This is an optimization exercise on Yosys and OpenROAD, whose aim is small area, not a production implementation. In this exercise RTL edits were held to simulation tests only and were not proved equivalent to the original. The clock input has no modelled driver; a real chip could not lean on it and would need a root buffer or a full tree. Power is estimated from default activity; no workload was simulated.

== run A ==
==> flow/design.v (excerpt) <==
module AHB_MC(
	input HCLK,
	input HRESETn,
	input HSEL,
	input [1:0] HTRANS,
	input HREADY,
	input [31:0] HADDR,
	input [31:0] HWDATA,
	input HWRITE,
	output [31:0] HRDATA,
	output HRESP,
	output HREADYOUT,
	input [2:0] BEMF,
	output [2:0] VH,
	output [2:0] VL,
	output stuck,
	output cmd_we,
	output [9:0] cmd_addr,
	output [28:0] cmd_wdata,
	input [28:0] cmd_rdata
);
==> flow/config.mk <==
export PLATFORM = sky130hd
export DESIGN_NAME = AHB_MC
export DESIGN_NICKNAME = AHB_MC
export VERILOG_FILES = /design/flow/design.v
export SDC_FILE = /design/flow/constraint.sdc
export NUM_CORES = 4
export LEC_CHECK = 0
export CAP_MARGIN = 20
export CORE_MARGIN = 2
export CORE_UTILIZATION = 40
export PLACE_DENSITY = 0.6
export SLEW_MARGIN = 20
==> flow/constraint.sdc <==
create_clock -name core_clock -period 8.0 [get_ports {HCLK}]
set_input_delay 1.6000 -clock core_clock [delete_from_list [all_inputs] [get_ports {HCLK}]]
set_output_delay 1.6000 -clock core_clock [all_outputs]
set_load 0.01 [all_outputs]
standard.sh (not shown) runs the stock make flow with config.mk's settings and CLKGATE_MAP_FILE= SYNTH_SCRIPT=/design/flow/synth_recipe.tcl, a recipe that flattens the netlist after the stock synthesis.
==> flow/flow/run.sh <==
#!/bin/bash
# Standard layout with: synthesis whose ABC step is area-oriented (flow/synth.tcl) and maps
# adders with the rest of the logic instead of into half/full-adder cells, smaller
# port buffers, one tie cell for all constant outputs, and a two-level clock tree built by
# flow/pre_cts.tcl in place of TritonCTS.
set -euo pipefail
bash standard.sh \
  "SYNTH_SCRIPT=$PWD/flow/synth.tcl" \
  "ADDER_MAP_FILE=" \
  "BUFFER_PORTS_ARGS=-buffer_cell sky130_fd_sc_hd__buf_1" \
  "SKIP_REPAIR_TIE_FANOUT=1" \
  "PRE_CTS_TCL=$PWD/flow/pre_cts.tcl" \
  finish > make.log 2>&1
==> flow/flow/synth.tcl <==
# The standard synthesis (synth_recipe.tcl), except that ABC maps the logic with an
# area-oriented script instead of ORFS's delay-oriented abc_speed.script. The flip-flops are
# mapped before ABC runs, so they keep the standard synthesis's names and cells.
proc synth {args} { yosys synth -nofsm -noshare {*}$args }
proc abc {args} {
  set keep {}
  set i 0
  while {$i < [llength $args]} {
    set a [lindex $args $i]
    if {$a in {-script -D}} {
      incr i 2
    } else {
      lappend keep $a
      incr i
    }
  }
  yosys abc -script "+strash;ifraig;scorr;dc2;strash;&get,-n;&dch,-f;&nf,-R,1000,-p;&put;" {*}$keep
}
source $::env(SCRIPTS_DIR)/synth.tcl
# left out here: clear keep_hierarchy, flatten, clean up, hide names made inside functions, write 1_2_yosys.v
Other scripts of this flow, unchanged in this note and not shown: flow/flow/pre_cts.tcl
Here is what was changed in the inputs of run B compared with run A.
==> flow/flow/run.sh <==
#!/bin/bash
# Standard layout with smaller port buffers, one tie cell for all constant outputs, and a
# two-level clock tree built by flow/pre_cts.tcl in place of TritonCTS.
set -euo pipefail
bash standard.sh \
  "BUFFER_PORTS_ARGS=-buffer_cell sky130_fd_sc_hd__buf_1" \
  "SKIP_REPAIR_TIE_FANOUT=1" \
  "PRE_CTS_TCL=$PWD/flow/pre_cts.tcl" \
  finish > make.log 2>&1
removed: flow/flow/synth.tcl
Results
Run B can be clocked faster than run A.
Diff run A -> run B: post-detailed-routing wire length higher; footprint of the multi-input gates increased by about 15% relative to the old numbers; relative area change from synthesis to final layout decreased 2.0 points; number of tapcells increased by 10 relative to the old numbers.
The final reports for run B and run A show first-pass GRT wire length higher in the former.
~same area share of xor/xnor cells in the synthesized design in run B and run A
The setup slack of run B is larger than that of run A.
Compared run B vs run A, and die outline area is up in run B.
Run A has higher sequential cell area fraction in the yosys report than run B.
Between run B and run A, it is run B whose final area is higher, by 6.6%.
#### Input delta (run C over run B)
==> flow/flow/run.sh <==
#!/bin/bash
# Standard layout with: synthesis whose ABC step is area-oriented (flow/synth.tcl), smaller
# port buffers, one tie cell for all constant outputs, and a two-level clock tree built by
# flow/pre_cts.tcl in place of TritonCTS.
set -euo pipefail
bash standard.sh \
  "SYNTH_SCRIPT=$PWD/flow/synth.tcl" \
  "BUFFER_PORTS_ARGS=-buffer_cell sky130_fd_sc_hd__buf_1" \
  "SKIP_REPAIR_TIE_FANOUT=1" \
  "PRE_CTS_TCL=$PWD/flow/pre_cts.tcl" \
  finish > make.log 2>&1
==> flow/flow/synth.tcl (new file) <==
# The standard synthesis (synth_recipe.tcl), except that ABC maps the logic with an
# area-oriented script instead of ORFS's delay-oriented abc_speed.script. The flip-flops are
# mapped before ABC runs, so they keep the standard synthesis's names and cells.
proc synth {args} { yosys synth -nofsm -noshare {*}$args }
proc abc {args} {
  set keep {}
  set i 0
  while {$i < [llength $args]} {
    set a [lindex $args $i]
    if {$a in {-script -D}} {
      incr i 2
    } else {
      lappend keep $a
      incr i
    }
  }
  yosys abc -script "+strash;ifraig;scorr;dc2;strash;&get,-n;&dch,-f;&nf;&put;" {*}$keep
}
source $::env(SCRIPTS_DIR)/synth.tcl
# left out here: clear keep_hierarchy, flatten, clean up, hide names made inside functions, write 1_2_yosys.v
==> summary.txt <==
Run C vs run B, worst setup slack went up by 0.035 ns.
Power | run C above run B
Run C: part of the cycle the worst path needs is 0.44 points lower than what run B reported.
Looking at routed wire length, run C sits 8.7% below run B.
Re worst-case reg-to-reg path depth: run B and run C aren't equal, and the lower value belongs to run B.
Sort run B and run C by overall fraction of global-route tracks in use desc -> top: run B
In every run of this note, the design's own scripts or RTL, not TritonCTS, make the clock network.

========
## lane 1
The RTL this note starts from:
==> flow/design.v <==
module MC(
	input HCLK,
	input HRESETn,
	input [2:0] BEMF,
	output [2:0] VH,
	output [2:0] VL,
	input [28:0] boot_cmd,
	output [9:0] boot_addr,
	input [11:0] Prediv,
	input [11:0] close_loop_pwm,
	input [9:0] comp_delay,
	input [11:0] ph_overflow,
	input orientation,
	input restart_en,
	input en,
	output [2:0] status,
	output [11:0] ph_cnt,
	output stuck
);
localparam [2:0] IDLE       = 3'b000;
localparam [2:0] DELAY      = 3'b001;
localparam [2:0] RD_CMD     = 3'b010;
localparam [2:0] EXE_CMD    = 3'b011;
localparam [2:0] COMP_DELAY = 3'b100;
localparam [2:0] RD_BEMF    = 3'b101;
localparam [2:0] EXE_LOOP   = 3'b111;
reg [2:0] state;
reg [2:0] next_state;
wire s_idle  = (state == IDLE);
wire s_delay = (state == DELAY);
wire s_rd    = (state == RD_CMD);
wire s_exc   = (state == EXE_CMD);
wire s_comp  = (state == COMP_DELAY);
wire s_rb    = (state == RD_BEMF);
wire s_exl   = (state == EXE_LOOP);
wire s_loop  = state[2];
wire s_drive = s_exc | s_exl;
reg [9:0]  shad_comp_delay;    
reg        shad_orientation;   
reg        shad_restart_en;    
reg [11:0] shad_ph_overflow;   
reg [11:0] shad_Prediv;        
reg [11:0] duty;               
reg [11:0] shad_phcnt;         
reg [11:0] pwm_cnt;     
reg [13:0] dly_cnt;     
reg [11:0] seq_cnt;     
reg [2:0]  hi_cnt;      
reg [2:0]  cur_phase;   
reg [2:0]  last_phase;
reg        bemf_s;
reg        phase_change_reg0;
wire [2:0] cmd_phase = boot_cmd[14:12];
wire cmd_empty   = (cmd_phase == 3'd0) | seq_cnt[10];
wire pwm_done    = (pwm_cnt == shad_Prediv);
wire pwm_out     = (pwm_cnt <= duty);
wire dly_done    = (dly_cnt == 14'd0);
wire cd_eq       = (pwm_cnt[9:0] == shad_comp_delay);
wire cd_zero     = (shad_comp_delay == 10'd0);
wire rb_first    = s_rb & (pwm_cnt[2:0] == 3'd0);
wire cd_done     = s_comp ? cd_eq : (cd_zero & ~rb_first);
wire rb_done     = s_rb & (pwm_cnt[2:0] == 3'd7);
wire ph_ovf      = (seq_cnt == shad_ph_overflow);
wire bemf_hi     = hi_cnt[2];
wire phase_change = (cur_phase != last_phase);
wire phase_change_pulse = ~phase_change_reg0 & phase_change;
wire adv = bemf_hi ^ cur_phase[0] ^ shad_orientation;
wire [2:0] ph_fwd = (cur_phase == 3'd6) ? 3'd1 : cur_phase + 3'd1;
wire [2:0] ph_bwd = (cur_phase == 3'd1) ? 3'd6 : cur_phase - 3'd1;
wire [2:0] next_phase_loop = (cur_phase == 3'd0 | ~adv) ? cur_phase :
                             shad_orientation ? ph_bwd : ph_fwd;
wire [2:0] next_phase_cmd = (cmd_phase == 3'd7) ? 3'd0 : cmd_phase;
wire bemf_sel = ((cur_phase == 3'd1) | (cur_phase == 3'd4)) & BEMF[2] |
                ((cur_phase == 3'd2) | (cur_phase == 3'd5)) & BEMF[1] |
                ((cur_phase == 3'd3) | (cur_phase == 3'd6)) & BEMF[0];
always@(posedge HCLK) begin
  phase_change_reg0 <= phase_change;
  bemf_s <= bemf_sel;
end
always@(posedge HCLK) begin
  if(s_delay) begin
    shad_comp_delay <= comp_delay;
    shad_orientation <= orientation;
    shad_restart_en <= restart_en;
    shad_ph_overflow <= ph_overflow;
  end
  if(s_delay | cd_done) shad_Prediv <= Prediv;
  if(s_rd) duty <= boot_cmd[11:0];
  else if(cd_done & ~s_exc) duty <= close_loop_pwm;
  if(s_rd) dly_cnt <= boot_cmd[28:15];
  else if(s_exc & pwm_done) dly_cnt <= dly_cnt - 1'b1;
  if(~s_rb) hi_cnt <= 3'd0;
  else if(bemf_s) hi_cnt <= hi_cnt + 1'b1;
  if(~(s_loop | s_exc) | (s_drive & pwm_done) | (s_comp & cd_eq) | rb_done) pwm_cnt <= 12'd0;
  else pwm_cnt <= pwm_cnt + 1'b1;
  if(s_idle | s_delay | (s_rd & cmd_empty) | (phase_change_pulse & s_loop) | (s_exl & (ph_ovf | ~en))) seq_cnt <= 12'd0;
  else if((s_rd & ~cmd_empty) | rb_done) seq_cnt <= seq_cnt + 1'b1;
end
always@(posedge HCLK or negedge HRESETn) begin
  if(~HRESETn) shad_phcnt <= 12'b0;
  else if(phase_change_pulse) shad_phcnt <= seq_cnt & {12{s_loop}};
end
always@(posedge HCLK or negedge HRESETn) begin
  if(~HRESETn) cur_phase <= 3'd0;
  else if(rb_done) cur_phase <= next_phase_loop;
  else if(s_rd & ~cmd_empty) cur_phase <= next_phase_cmd;
end
always@(posedge HCLK or negedge HRESETn) begin
  if(~HRESETn) last_phase <= 3'd0;
  else if(rb_done) last_phase <= cur_phase;
end
always@(*) begin
  case(state)
    IDLE:       next_state = en ? DELAY : IDLE;
    DELAY:      next_state = RD_CMD;
    RD_CMD:     next_state = cmd_empty ? COMP_DELAY : EXE_CMD;
    EXE_CMD:    next_state = ~en ? IDLE : dly_done ? RD_CMD : EXE_CMD;
    COMP_DELAY: next_state = cd_eq ? RD_BEMF : COMP_DELAY;
    RD_BEMF:    next_state = rb_done ? EXE_LOOP : RD_BEMF;
    EXE_LOOP:   next_state = ~en ? IDLE : ph_ovf ? (shad_restart_en ? DELAY : IDLE) :
                             pwm_done ? COMP_DELAY : EXE_LOOP;
    default:    next_state = IDLE;
  endcase
end
always@(posedge HCLK or negedge HRESETn) begin
  if(~HRESETn) state <= IDLE;
  else state <= next_state;
end
reg [2:0] vh_p, vl_p;
always@(*) begin
  case(cur_phase)
    3'd1: begin vl_p = 3'b010; vh_p = 3'b001; end
    3'd2: begin vl_p = 3'b100; vh_p = 3'b001; end
    3'd3: begin vl_p = 3'b100; vh_p = 3'b010; end
    3'd4: begin vl_p = 3'b001; vh_p = 3'b010; end
    3'd5: begin vl_p = 3'b001; vh_p = 3'b100; end
    3'd6: begin vl_p = 3'b010; vh_p = 3'b100; end
    default: begin vl_p = 3'b000; vh_p = 3'b000; end
  endcase
end
assign VL = vl_p & {3{s_drive}};
assign VH = vh_p & {3{s_drive & pwm_out}};
assign stuck = ph_ovf & s_exl;
assign ph_cnt = shad_phcnt;
assign status = {s_drive, s_loop, ~s_idle};
assign boot_addr = seq_cnt[9:0];
endmodule
module AHB_MC(
	input HCLK,
	input HRESETn,
	input HSEL,
	input [1:0] HTRANS,
	input HREADY,
	input [31:0] HADDR,
	input [31:0] HWDATA,
	input HWRITE,
	output [31:0] HRDATA,
	output HRESP,
	output HREADYOUT,
	input [2:0] BEMF,
	output [2:0] VH,
	output [2:0] VL,
	output stuck,
	output cmd_we,
	output [9:0] cmd_addr,
	output [28:0] cmd_wdata,
	input [28:0] cmd_rdata
);
assign HRESP = 1'b0;
assign HREADYOUT = 1'b1;
reg [11:0] Prediv;
reg [11:0] ph_overflow;
reg [11:0] close_loop_pwm;
reg [9:0] comp_delay;
reg [1:0] ctrl;
reg en;
wire [2:0] status;
wire [9:0] boot_addr_rd;
wire [11:0] ph_cnt;
wire sel = HSEL & HTRANS[1] & HREADY;
reg wr_en_reg;
reg [10:0] addr_reg;    
always@(posedge HCLK or negedge HRESETn) begin
  if(~HRESETn) wr_en_reg <= 1'b0;
  else wr_en_reg <= sel & HWRITE;
end
always@(posedge HCLK) begin
  if(sel) addr_reg <= HADDR[12:2];
end
wire wr_reg = wr_en_reg & addr_reg[10];
wire [2:0] idx = addr_reg[2:0];
reg [11:0] rd_mux;
always@(*) begin
  case(idx)
    3'd0: rd_mux = close_loop_pwm;
    3'd1: rd_mux = Prediv;
    3'd2: rd_mux = {2'b0, comp_delay};
    3'd3: rd_mux = {10'b0, ctrl};
    3'd4: rd_mux = ph_cnt;
    3'd5: rd_mux = {11'b0, en};
    3'd6: rd_mux = {9'b0, status};
    default: rd_mux = ph_overflow;
  endcase
end
assign HRDATA = {20'b0, rd_mux & {12{addr_reg[10]}}};
wire [11:0] Prediv_next = (|HWDATA[11:8])? HWDATA[11:0] : 12'd256;
always@(posedge HCLK or negedge HRESETn) begin
  if(~HRESETn) close_loop_pwm <= 12'b0;
  else if(wr_reg & (idx == 3'd0)) close_loop_pwm <= HWDATA[11:0];
end
always@(posedge HCLK or negedge HRESETn) begin
  if(~HRESETn) Prediv <= 12'd2048;
  else if(wr_reg & (idx == 3'd1)) Prediv <= Prediv_next;
end
always@(posedge HCLK or negedge HRESETn) begin
  if(~HRESETn) comp_delay <= 10'd512;
  else if(wr_reg & (idx == 3'd2)) comp_delay <= HWDATA[9:0];
end
always@(posedge HCLK or negedge HRESETn) begin
  if(~HRESETn) ctrl <= 2'b0;
  else if(wr_reg & (idx == 3'd3)) ctrl <= HWDATA[1:0];
end
always@(posedge HCLK or negedge HRESETn) begin
  if(~HRESETn) ph_overflow <= 12'd2048;
  else if(wr_reg & (idx == 3'd7)) ph_overflow <= HWDATA[11:0];
end
always@(posedge HCLK or negedge HRESETn) begin
  if(~HRESETn) en <= 1'b0;
  else if(wr_reg & (idx == 3'd5)) en <= HWDATA[0];
  else if(stuck & ~ctrl[1]) en <= 1'b0;
end
MC u1_MC(
	.HCLK             (HCLK),
	.HRESETn          (HRESETn),
	.BEMF             (BEMF),
	.VH               (VH),
	.VL               (VL),
	.boot_cmd         (cmd_rdata),
	.boot_addr        (boot_addr_rd),
	.Prediv           (Prediv),
	.close_loop_pwm   (close_loop_pwm),
	.comp_delay       (comp_delay),
	.ph_overflow      (ph_overflow),
	.orientation      (ctrl[0]),
	.restart_en       (ctrl[1]),
	.en               (en),
	.status           (status),
	.ph_cnt           (ph_cnt),
	.stuck            (stuck)
);
assign cmd_we = wr_en_reg & ~addr_reg[10] & ~en;
assign cmd_addr = en ? boot_addr_rd : addr_reg[9:0];
assign cmd_wdata = {HWDATA[29:16], HWDATA[14:12], HWDATA[11:0]};
endmodule
export LEC_CHECK = 0
export CAP_MARGIN = 20
export CORE_MARGIN = 2
export CORE_UTILIZATION = 40
export PLACE_DENSITY = 0.6
export SLEW_MARGIN = 20
create_clock -name core_clock -period 8.0 [get_ports {HCLK}]
==> flow/flow/run.sh <==
#!/bin/bash
# Standard layout with smaller port buffers and clock buffers, and no CTS dummy loads.
set -euo pipefail
bash standard.sh \
  "BUFFER_PORTS_ARGS=-buffer_cell sky130_fd_sc_hd__buf_1" \
  "CTS_ARGS=-sink_clustering_enable -repair_clock_nets -dont_use_dummy_load -buf_list {sky130_fd_sc_hd__clkbuf_2 sky130_fd_sc_hd__clkbuf_4 sky130_fd_sc_hd__clkbuf_8}" \
  finish > make.log 2>&1
--- input diff lane 1..lane 2 ---
diff --git a/flow/flow/run.sh b/flow/flow/run.sh
--- a/flow/flow/run.sh
+++ b/flow/flow/run.sh
@@ -2 +2,2 @@
-# Standard layout with smaller port buffers and clock buffers, and no CTS dummy loads.
+# Standard layout with smaller port buffers and clock buffers, no CTS dummy loads,
+# and power recovery (downsizing of non-critical cells) after global routing.
@@ -6,0 +8 @@
+  "RECOVER_POWER=100" \
==> summary.txt <==
Lane 2 finished all stages; layout check result: FAIL, due to capacitance limit, slew limit.
Lane 2 vs lane 1 on sequential share of power: lane 2 is the higher one.
Looking at timing startpoint of the critical path, the HRESETn result is from lane 2; the u1_MC.pwm_cnt[5]$_SDFF_PP0_ one comes from lane 1.
Lane 2 vs. lane 1: layout-stage area growth over the synthesis result shrank by 0.69 points; number of cell instances on the worst register-to-register path grew by 2.
Lane 2 supports a lower top clock frequency than lane 1.
Relative to lane 2, the following input files were edited for lane 3:
==> flow/run.sh (new file) <==
#!/bin/bash
# synth_recipe.tcl (not shown) runs the flow's synth.tcl, then flattens the netlist and writes it again
# the make line also repeats each setting of config.mk as NAME=value (left out here)
make -C /OpenROAD-flow-scripts/flow DESIGN_CONFIG=/design/flow/config.mk WORK_HOME=/design/flow/orfs CLKGATE_MAP_FILE= SYNTH_SCRIPT=/design/flow/synth_recipe.tcl finish
removed: flow/flow/run.sh
removed: flow/standard.sh
Results
Summary: total non-filler cell area in the finished layout, lane 3 worse than lane 2. Looking at the reports, lane 3 completed the entire flow and the layout it produced met the timing, design-rule and antenna checks. Switching power total: lane 3 vs lane 2 up 14%. | pin slew with the least headroom to its limit | lane 3 vs lane 2 | 3070 ps lower |. Lane 2 -> lane 3: combinational power increased by a little under 10%. Compared with lane 2, lane 3 shows non-filler instance count after layout that has gone up slightly. Relative to lane 2, routed wire length has gone up in lane 3. Lane 3 against lane 2: power per standard cell area went up; multi-input logic portion of the cell area down 3.6 points; critical path depth picked up an extra 5.
Modified inputs, lane 4 compared to lane 3
==> flow/flow/run.sh (new file) <==
#!/bin/bash
# Standard layout with smaller port buffers and clock buffers, no CTS dummy loads, and
# after global routing a downsizing pass for non-critical cells (flow/post_grt.tcl).
set -euo pipefail
bash standard.sh \
  "BUFFER_PORTS_ARGS=-buffer_cell sky130_fd_sc_hd__buf_1" \
  "CTS_ARGS=-sink_clustering_enable -repair_clock_nets -dont_use_dummy_load -buf_list {sky130_fd_sc_hd__clkbuf_2 sky130_fd_sc_hd__clkbuf_4 sky130_fd_sc_hd__clkbuf_8}" \
  "POST_GLOBAL_ROUTE_TCL=$PWD/flow/post_grt.tcl" \
  finish > make.log 2>&1
==> flow/flow/post_grt.tcl (new file) <==
# After global routing: downsize cells that have timing slack to spare, then repair any
# slew/capacitance violations this causes, re-legalise, re-route the changed nets and
# rewrite the route guides for detailed routing.
global_route -start_incremental
repair_timing -recover_power 100 -verbose
repair_design -verbose -cap_margin 20 -slew_margin 20
detailed_placement
global_route -end_incremental
estimate_parasitics -global_routing
repair_timing -setup -hold -verbose
write_guides $::env(RESULTS_DIR)/route.guide
==> flow/standard.sh (new file) <==
#!/bin/bash
# synth_recipe.tcl (not shown) runs the flow's synth.tcl, then flattens the netlist and writes it again
# the make line also repeats each setting of config.mk as NAME=value (left out here)
make -C /OpenROAD-flow-scripts/flow DESIGN_CONFIG=/design/flow/config.mk WORK_HOME=/design/flow/orfs CLKGATE_MAP_FILE= SYNTH_SCRIPT=/design/flow/synth_recipe.tcl "${@:-finish}"
removed: flow/run.sh
==> comparison <==
As far as synthesized cell count goes, lane 4 and lane 3 are indistinguishable; the numbers are identical. Compared with lane 3, in lane 4 share of final-layout standard cells stronger than drive strength 1 has decreased; final standard cell area without fillers has decreased. Lane 4 vs. lane 3: worst setup slack after layout higher, core utilization lower, met2 usage in global routing roughly the same, met1 usage in global routing lower. Lane 4 — count of non-CTS buffers in the layout about 3.6% higher, lane 3 as reference. Reported for lane 4 and lane 3, sequential cell area in the final layout turned out identical to the last digit. Looking only at clock latency at the later pin of the worst-skew pair, and setting everything else aside, the lower value of lane 4 and lane 3 goes to lane 3. Sort lane 4 and lane 3 by switching power share of the total desc -> top: lane 4. Lane 4 vs lane 3, cell type of the slowest stage on the worst timing path: dfxtp_1 vs clkdlybuf4s50_1.

-- what the ideal ports hide --
The flow's constraints put no driver on any port. The routed layouts listed below were extracted and timed again, unchanged, in two steps.
Step 1 (the two cells are an assumption about what drives the block):
set clk [get_ports {HCLK}]
set_driving_cell -lib_cell sky130_fd_sc_hd__clkbuf_16 $clk
set_driving_cell -lib_cell sky130_fd_sc_hd__buf_2 [delete_from_list [all_inputs] $clk]
Step 2, shift: input delay + t, output delay - t, t = (earliest + latest rising clock arrival at the registers) / 2. This alone moves slack from input paths to output paths.
a / b / c = no drivers / after step 1 / after step 2; a / b = the first two.
run	t, ns	setup WS [ns]	worst setup path after step 2	slew at the worst register clock pin (ns)	worst data-port slew with drivers (ns)
run A	0.300	3.869 / 3.869 / 3.597	input to register	0.10 / 0.10	0.07
run B	0.314	3.995 / 3.936 / 4.104	input to output	0.11 / 0.11	0.07
run C	0.303	4.030 / 3.975 / 4.278	register to output	0.10 / 0.10	0.06
lane 1	0.496	3.599 / 3.558 / 4.054	register to output	0.10 / 0.10	0.06
lane 2	0.499	3.029 / 3.051 / 2.552	input, reset recovery	0.10 / 0.10	0.06
lane 3	0.473	3.195 / 3.151 / 3.492	input to output	0.07 / 0.07	0.06
lane 4	0.498	3.602 / 3.560 / 4.058	register to output	0.10 / 0.10	0.06
For lane 2, which loses most, drivers alone change the setup slack by +0.022 ns; drivers and shift together by -0.477 ns. The worst setup slack also covers recovery checks on asynchronous resets.
